This is an optimization exercise on Yosys and OpenROAD, whose aim is a short achievable clock period and few clock cycles, not a production implementation.
The RTL was checked by simulation tests, not by an equivalence proof against the original design.
No activity file was given, so power comes from the tool's default toggle rates.

## flow/constraint.sdc

```tcl
create_clock -name core_clock -period 10.0 [get_ports {clk}]
set_input_delay 2.0000 -clock core_clock [delete_from_list [all_inputs] [get_ports {clk}]]
set_output_delay 2.0000 -clock core_clock [all_outputs]
set_load 0.01 [all_outputs]
```

## flow/config.mk

```make
export PLATFORM = sky130hd
export DESIGN_NAME = core
export DESIGN_NICKNAME = core
export VERILOG_FILES = /design/flow/design.v
export SDC_FILE = /design/flow/constraint.sdc
export NUM_CORES = 4
export LEC_CHECK = 0
export CAP_MARGIN = 20
export CORE_MARGIN = 2
export CORE_UTILIZATION = 40
export SLEW_MARGIN = 20
```

## flow/run.sh

```bash
#!/bin/bash
# synth_recipe.tcl (not shown) runs the flow's synth.tcl, then flattens the netlist and writes it again
# the make line also repeats each setting of config.mk as NAME=value (left out here)
make -C /OpenROAD-flow-scripts/flow DESIGN_CONFIG=/design/flow/config.mk WORK_HOME=/design/flow/orfs CLKGATE_MAP_FILE= SYNTH_SCRIPT=/design/flow/synth_recipe.tcl finish
```

## flow/design.v

```verilog
module core (
    clk,
    rstn,
    iaddr,
    idata,
    ivalid,
    daddr,
    drdata,
    drvalid,
    dwdata,
    dwe
);
input   wire    clk;
input   wire    rstn;
output  wire    [31:0]  iaddr;
input   wire    [31:0]  idata;
input   wire            ivalid;
output  reg     [31:0]  daddr;
input   wire    [31:0]  drdata;
input   wire            drvalid;
output  reg     [31:0]  dwdata;
output  reg     [3:0]   dwe;
reg     [31:0]  xreg    [0:31];
reg     [31:0]  inst;
reg     [31:0]  mcycle;
wire    [4:0]   i_rs1   =   inst[19:15];
wire    [4:0]   i_rs2   =   inst[24:20];
wire    [4:0]   i_rd    =   inst[11:7];
wire    [2:0]   i_fun3  =   inst[14:12];
wire    [6:0]   i_fun7  =   inst[31:25];
wire    [11:0]  i_iimm  =   inst[31:20];
wire    [11:0]  i_simm  =   {inst[31:25], inst[11:7]};
wire    [12:0]  i_bimm  =   {inst[31], inst[7], inst[30:25], inst[11:8], 1'h0};
wire    [31:0]  i_uimm  =   {inst[31:12], 12'h0};
wire    [20:0]  i_jimm  =   {inst[31], inst[19:12], inst[20], inst[30:21], 1'h0};
reg     [31:0]  pc;
reg     [3:0]   flush;
wire            halt;
reg             sub_stage;
assign halt = !ivalid || !drvalid;
assign iaddr = pc;
function [31:0] GET_XREG;
    input [4:0] REG;
    begin
        GET_XREG = REG ? xreg[REG] : 0;
    end
endfunction
function [31:0] ALU;
    input   [31:0]  a;
    input   [31:0]  b;
    input   [3:0]   op;
    begin
        case(op)
        'b0000:    ALU = a + b;
        'b1000:    ALU = a - b;
        'b0001:    ALU = a << b[4:0];
        'b0010:    ALU = $signed(a) < $signed(b);
        'b0011:   ALU = a < b;
        'b0100:    ALU = a ^ b;
        'b0101:    ALU = a >> b[4:0];
        'b1101:    ALU = $signed(a) >>> b[4:0];
        'b0110:     ALU = a | b;
        'b0111:    ALU = a & b;
        default:        ALU = 0;
        endcase
    end
endfunction
function [0:0] BALU;
    input   [31:0]  a;
    input   [31:0]  b;
    input   [2:0]   op;
    begin
        case (op)
            'b000:    BALU = a == b ? 1 : 0;
            'b001:    BALU = a != b ? 1 : 0;
            'b100:    BALU = $signed(a) < $signed(b) ? 1 : 0;
            'b101:    BALU = $signed(a) >= $signed(b) ? 1 : 0;
            'b110:   BALU = a < b ? 1 : 0;
            'b111:   BALU = a >= b ? 1 : 0;
            default:        BALU = 0;
        endcase
    end
endfunction
always @ (posedge clk) begin
    if (!rstn) begin
        pc <= 'h00000000;
        inst <= 0;
        flush <= 0;
        sub_stage <= 0;
        daddr <= 0;
        dwdata <= 0;
        dwe <= 0;
        mcycle <= 0;
    end
    else begin
        mcycle <= mcycle + 1;
        flush <=    halt ? flush :
                    flush ? flush - 1 :
                    (
                        inst[6:0] == 'b1101111 ||
                        inst[6:0] == 'b1100111 ||
                        inst[6:0] == 'b1100011
                    ) ? 1 : 0;
        inst <=     halt ? inst :
                    flush ? 0 : (
                        inst[6:0] == 'b0000011 ||
                        inst[6:0] == 'b0100011
                    ) ? inst : idata;
        if (!halt && !flush) begin
            if (
                inst[6:0] == 'b1101111 ||
                inst[6:0] == 'b1100111 ||
                inst[6:0] == 'b1100011 ||
                inst[6:0] == 'b0000011 ||
                inst[6:0] == 'b0100011
            ) begin
            end
            else begin
                pc <= pc + 4;
            end
        end
        if (!halt && !flush && inst) begin
            casez (inst)
                'b?????????????????????????0110111:      begin
                    xreg[i_rd] <= i_uimm;
                end
                'b?????????????????????????0010111:    begin
                    xreg[i_rd] <= ALU(pc - 4, i_uimm, 'b0000);
                end
                'b?????????????????????????1101111:      begin
                    xreg[i_rd] <= pc;
                    pc <= ALU(pc - 4, {{12{i_jimm[20]}}, i_jimm[19:0]}, 'b0000);
                end
                'b?????????????????000?????1100111:     begin
                    xreg[i_rd] <= pc;
                    pc <= ALU(GET_XREG(i_rs1), {{21{i_iimm[11]}}, i_iimm[10:0]}, 'b0000) & 32'hfffffffe;
                end
                'b?????????????????????????1100011:   begin
                    pc <= BALU(GET_XREG(i_rs1), GET_XREG(i_rs2), i_fun3) ? pc + {{20{i_bimm[12]}}, i_bimm[11:0]} - 4: pc;
                end
                'b?????????????????????????0000011:     begin
                    if (sub_stage == 0) begin
                        daddr <= ALU(GET_XREG(i_rs1), {{21{i_iimm[11]}}, i_iimm[10:0]}, 'b0000);
                        sub_stage <= 1;
                    end
                    else begin
                        xreg[i_rd] <= drdata;
                        pc <= pc + 4;
                        inst <= idata;
                        sub_stage <= 0;
                    end
                end
                'b?????????????????????????0100011:    begin
                    if (sub_stage == 0) begin
                        daddr <= ALU(GET_XREG(i_rs1), {{21{i_simm[11]}}, i_simm[10:0]}, 'b0000);
                        dwdata <= GET_XREG(i_rs2);
                        dwe <= 15;
                        sub_stage <= 1;
                    end
                    else begin
                        dwe <= 0;
                        pc <= pc + 4;
                        inst <= idata;
                        sub_stage <= 0;
                    end
                end
                'b?????????????????????????0010011:     begin
                    xreg[i_rd] <= ALU(GET_XREG(i_rs1), {{21{i_iimm[11]}}, i_iimm[10:0]}, {i_fun3 == 3'b101 ? i_fun7[5] : 1'b0, i_fun3});
                end
                'b?????????????????????????0110011:      begin
                    xreg[i_rd] <= ALU(GET_XREG(i_rs1), GET_XREG(i_rs2), {i_fun7[5], i_fun3});
                end
                'b?????????????????????????1110011:   begin
                    casez (inst)
                        'b?????????????????001?????1110011:
                            xreg[i_rd] <= mcycle;
                        'b?????????????????010?????1110011:
                            xreg[i_rd] <= mcycle;
                        'b?????????????????011?????1110011:
                            xreg[i_rd] <= mcycle;
                        'b?????????????????101?????1110011:
                            xreg[i_rd] <= mcycle;
                        'b?????????????????110?????1110011:
                            xreg[i_rd] <= mcycle;
                        'b?????????????????111?????1110011:
                            xreg[i_rd] <= mcycle;
                    endcase
                end
            endcase
        end
    end
end
endmodule
```

==> summary.txt <==
## cells in the final DEF (no fill, tap or decap), drive strengths merged, types with 124 or more instances in the layout
cell type      synthesis  final
a21oi                376    376
buf                  195    276
clkbuf               314    163
clkdlybuf4s50          0    167
dfxtp                166    166
edfxtp              1024   1024
ha                   302    302
inv                  284    296
mux2                 125    125
mux2i                223    223
mux4                 479    479
nand2                493    493
nand3                179    179
nor2                 596    596
nor3                 124    124
o21ai                318    318
o22ai                128    128
xnor2                180    180
## kinds of logic (layout without fill, tap and decap cells)
| group | Yosys count | after routing |
|---|---|---|
| AO/OA/AOI/OAI | 1819 | 1819 |
| XOR/XNOR | 245 | 245 |
| adder cells (fa/ha/maj) | 310 | 310 |
| buffers and inverters | 796 | 977 |
| flip-flops | 1190 | 1190 |
| multiplexers | 827 | 827 |
| other | 0 | 10 |
| AND/OR/NAND/NOR | 1803 | 1803 |
## power breakdown
group | total [mW] | leakage (nW) | switching [mW] | internal, mW
clock | 5.24 | 2.26 | 2.22 | 3.02
sequential | 5.40 | 10.7 | 0.0419 | 5.36
combinational | 3.24 | 16.7 | 2.26 | 0.981
## layout make-up
type / instances / share of cell area
diodes: 10 / 0.000281
multi-input cells: 5004 / 0.471
repair buffers: 444 / 0.0437
clock inverters: 84 / 0.0119
flip-flops and latches: 1190 / 0.383
inverters: 287 / 0.0122
clock buffers: 162 / 0.0404
well taps: 2640 / 0.0371
## through the flow
stage | instances | hold slack, ps | power [mW]
after floorplan | 6990 | 437 | 7.33
after global placement | 9563 | 444 | 8.60
after detailed placement | 9564 | 446 | 8.58
after CTS | 9810 | 455 | 13.8
after global routing | 9811 | 484 | 14.2
final | 9821 | 457 | 13.9
## registers in the layout, indices dropped and copies added, names as in the netlist
| signal | cells |
|---|---|
| xreg | 1024 |
| mcycle | 32 |
| inst | 32 |
| pc | 32 |
| daddr | 32 |
| sub_stage | 1 |
| flush | 4 |
| dwdata | 32 |
| dwe | 1 |
## final timing paths
kind	cells past startpoint	end	start	slack, ps
max reg2reg	19	xreg[9][30]$_DFFE_PP_	inst[15]$_SDFF_PN0_	960
min reg2reg	2	daddr[6]$_SDFFE_PN0P_	daddr[6]$_SDFFE_PN0P_	460
max	19	xreg[9][30]$_DFFE_PP_	inst[15]$_SDFF_PN0_	960
min	2	daddr[6]$_SDFFE_PN0P_	daddr[6]$_SDFFE_PN0P_	460
## worst min-delay path, cell delays in order (launching register included)
cell and delay (ps):
sky130_fd_sc_hd__dfxtp_1 310, sky130_fd_sc_hd__nand2_1 50, sky130_fd_sc_hd__a21oi_1 50
## layer usage
layer  global-route usage  routed length (um)  up-vias
met2                0.553              164000     4731
met5                    0                  50        -
met4                0.238               29200        8
met1                0.466              140000    34200
li1                     -                   -    27600
met3               0.0875               40800     1003
==> summary.md <==
| Metric | Value |
|---|---|
| Synthesis-to-layout area growth | 12.7% |
| Horizontal extent of the die | between 400 and 500 um |
| Pwr Density | ~160 nW/um^2 |
| Cell variety after synth | approximately 110 |
| Post-synthesis compound-gate area fraction | 0.157 |
| Unrepaired setup endpoints after global routing | no |
| Class of the most critical hold timing path | flip-flop to flip-flop |
| Sink Count | ~1200 |
| Area of all placed cells without fillers | 89000 um^2 |
| Rel. slew slack | 0.136 |
| Data required time at the worst endpoint | 10360 ps |
| Series of cell instances along the critical path | buf_4 > buf_4 > mux4_2 > a22oi_1 > nand3_1 > nand2_1 > nor2_1 > ha_1 > and4_1 > nor3b_1 > a311oi_1 > and4_1 > nor2_1 > a41oi_1 > xnor2_1 > a2111oi_2 > nand4_1 > a211o_1 > a221o_1 |
| Number of design-rule violations left by the first detailed-router iteration | 10100 |
| Quantity of hold-fixing buffers added after cts | 0 |
| Hold Vio Cnt, Final | 0 |
| Resized Gates After CTS | 0 |
| Pre-CTS WS | 1370 ps |
| First-pass iteration count of the detailed router | 7 |
| Result of the run | finished clean |
| Drt drc | 0 |
| Average instance area after synthesis | 11.3 um^2 |
| Number of port buffers | 167 |
| Total routing usage reported by global routing | 0.365 |
| Vertical die dimension | 448 um |
| Fraction of final layout cells sized beyond drive strength 1 | 0.177 |
| Final Max Slew Viols | 0 |
| Post-Synthesis Net Count | 7368 |
| Startpoint Class | flip-flop |
| Most used flip-flop cell after synthesis | sky130_fd_sc_hd__edfxtp_1 |
| Post-DP Area | 84300 um^2 |
| Total length of routed wires | 375 mm |
| Effective utilization at floorplan | 0.401 |
| Clock H-tree levels | 4 |
| Detailed placement HPWL | roughly 270 mm |
| Via count of the routed design | 67500 |
| Antenna violations before repair | 15 |
| Register clock-pin slew on the reported worst setup and hold paths | 60 ps |
| Simple-gate share of the synthesized area | 0.106 |
| Area share of xor/xnor cells in the synthesized design | 0.0272 |
| Layout fillers | 18000 |
| Die Area | 201000 um^2 |
| Post-layout worst setup margin | 956 ps |
| Maximum count of clock buffers along a single path | 3 |
| Row Count | roughly 160 |
| Crit path max-delay family | simple AND/OR/NAND/NOR gates |
| DR WL/cell | 38.2 um |
| Area leader, netlist | sky130_fd_sc_hd__edfxtp_1 |
| Mux cell area share after synthesis | 0.183 |
| Number of buffers inserted by post-CTS setup repair | 0 |
| CP Buf/Inv Count | 2 |
| Share of async-settable or async-resettable flops after synthesis | 0 |
| Final Net Count | 7442 |
| Most common library cells after synthesis | sky130_fd_sc_hd__edfxtp_1 (1024), sky130_fd_sc_hd__nor2_1 (595), sky130_fd_sc_hd__nand2_1 (488), sky130_fd_sc_hd__mux4_2 (476), sky130_fd_sc_hd__a21oi_1 (376) |
| Count of mapped cells out of synthesis | 6990 |
| Detail Route Antenna Nets | 0 |
| Number of top-level design ports | approximately 170 |
| Crit path max-delay cell type | sky130_fd_sc_hd__dfxtp_4 |
| Cell area after synthesis | 79000 um^2 |
| Share of the core filled with cells | 0.452 |
| CTS tree | done |
| Leakage power summed over all cells | 29.6 nW |
| Data arrival at the endpoint of the critical path | around 9400 ps |
| Category of the critical setup timing path | flip-flop to flip-flop |
| Sequential-to-total area share from yosys stat | 0.432 |
| Clock root cell | sky130_fd_sc_hd__clkbuf_16 |
| Synth Area in Adders | 0.0499 |
| Sequential cell area in the final layout | 34100 um^2 |
| Maxcap violations | 0 |
| Critical path endpoint category | flip-flop |
| Total gr overflow | 0 |
| Clk_skew | 77.0 ps |
| Max frequency | around 0.11 GHz |
| Final RePlAce weighted congestion | roughly 1.1 |
| Largest net degree at the start of global routing | 108 |
| Source-to-sink clock delay at the later pin of the worst-skew pair | 880 ps |
| Largest fanout of any net on the critical path | 39 |
| Vias per Instance | 6.87 |
| Global-route wire length before repair | between 500 and 600 mm |
| Crit share post-route | 0.904 |
| Total core area | 197000 um^2 |
| Yosys warnings | 1 |
| Final-layout setup total negative slack | 0 ps |
| Maximum ir drop on the vdd rail | 0.000187 V |
| Clock buffer count from CTS | 137 |
| Main combinational cell family by area after synthesis | multiplexers |
| Area of combinational cells with multiple inputs | 41900 um^2 |
| Number of enable-type register cells in the synthesized netlist | just over 1000 |
| Worst-margin pin slew | 1290 ps |
| Vias in the first global route | approximately 64000 |
| Top cells by area in the synthesized netlist | sky130_fd_sc_hd__edfxtp_1 (39%), sky130_fd_sc_hd__mux4_2 (14%), sky130_fd_sc_hd__ha_1 (4.8%) |
| Number of storage elements in the synthesis netlist | 1190 |
| Final critical path time including I/O delays and setup | 9040 ps |
| Total of endpoints with negative setup slack in the final report | 0 |
| Worst path max stage delay | roughly 890 ps |
| Portion of synthesized cell area occupied by the leading cell type | 0.389 |
| Most frequently used cell type in the post-synthesis netlist | sky130_fd_sc_hd__edfxtp_1 |
Testbench counts, summed over its fixed seeds: cycles 164,223.

what the ideal ports hide:
Ports are ideal in the flow. The routed layout listed here was re-timed in OpenROAD. Step 1 assumes that a clkbuf_16 drives the clock port and a buf_2 every other input. Step 2, shift: input delay + t, output delay - t, t = (earliest + latest rising clock arrival at the registers) / 2. This alone moves slack from input paths to output paths. Slacks: ideal / step 1 / step 2; pairs: ideal / step 1.
t, ns: 0.921
setup WS [ns]: 0.956 / 0.956 / 0.956
worst slew at a driven data input, ns: 0.05
After both steps setup and hold are still met in this run. The setup slack of this run moves by 0.000 ns with the drivers and by 0.000 ns with both steps.
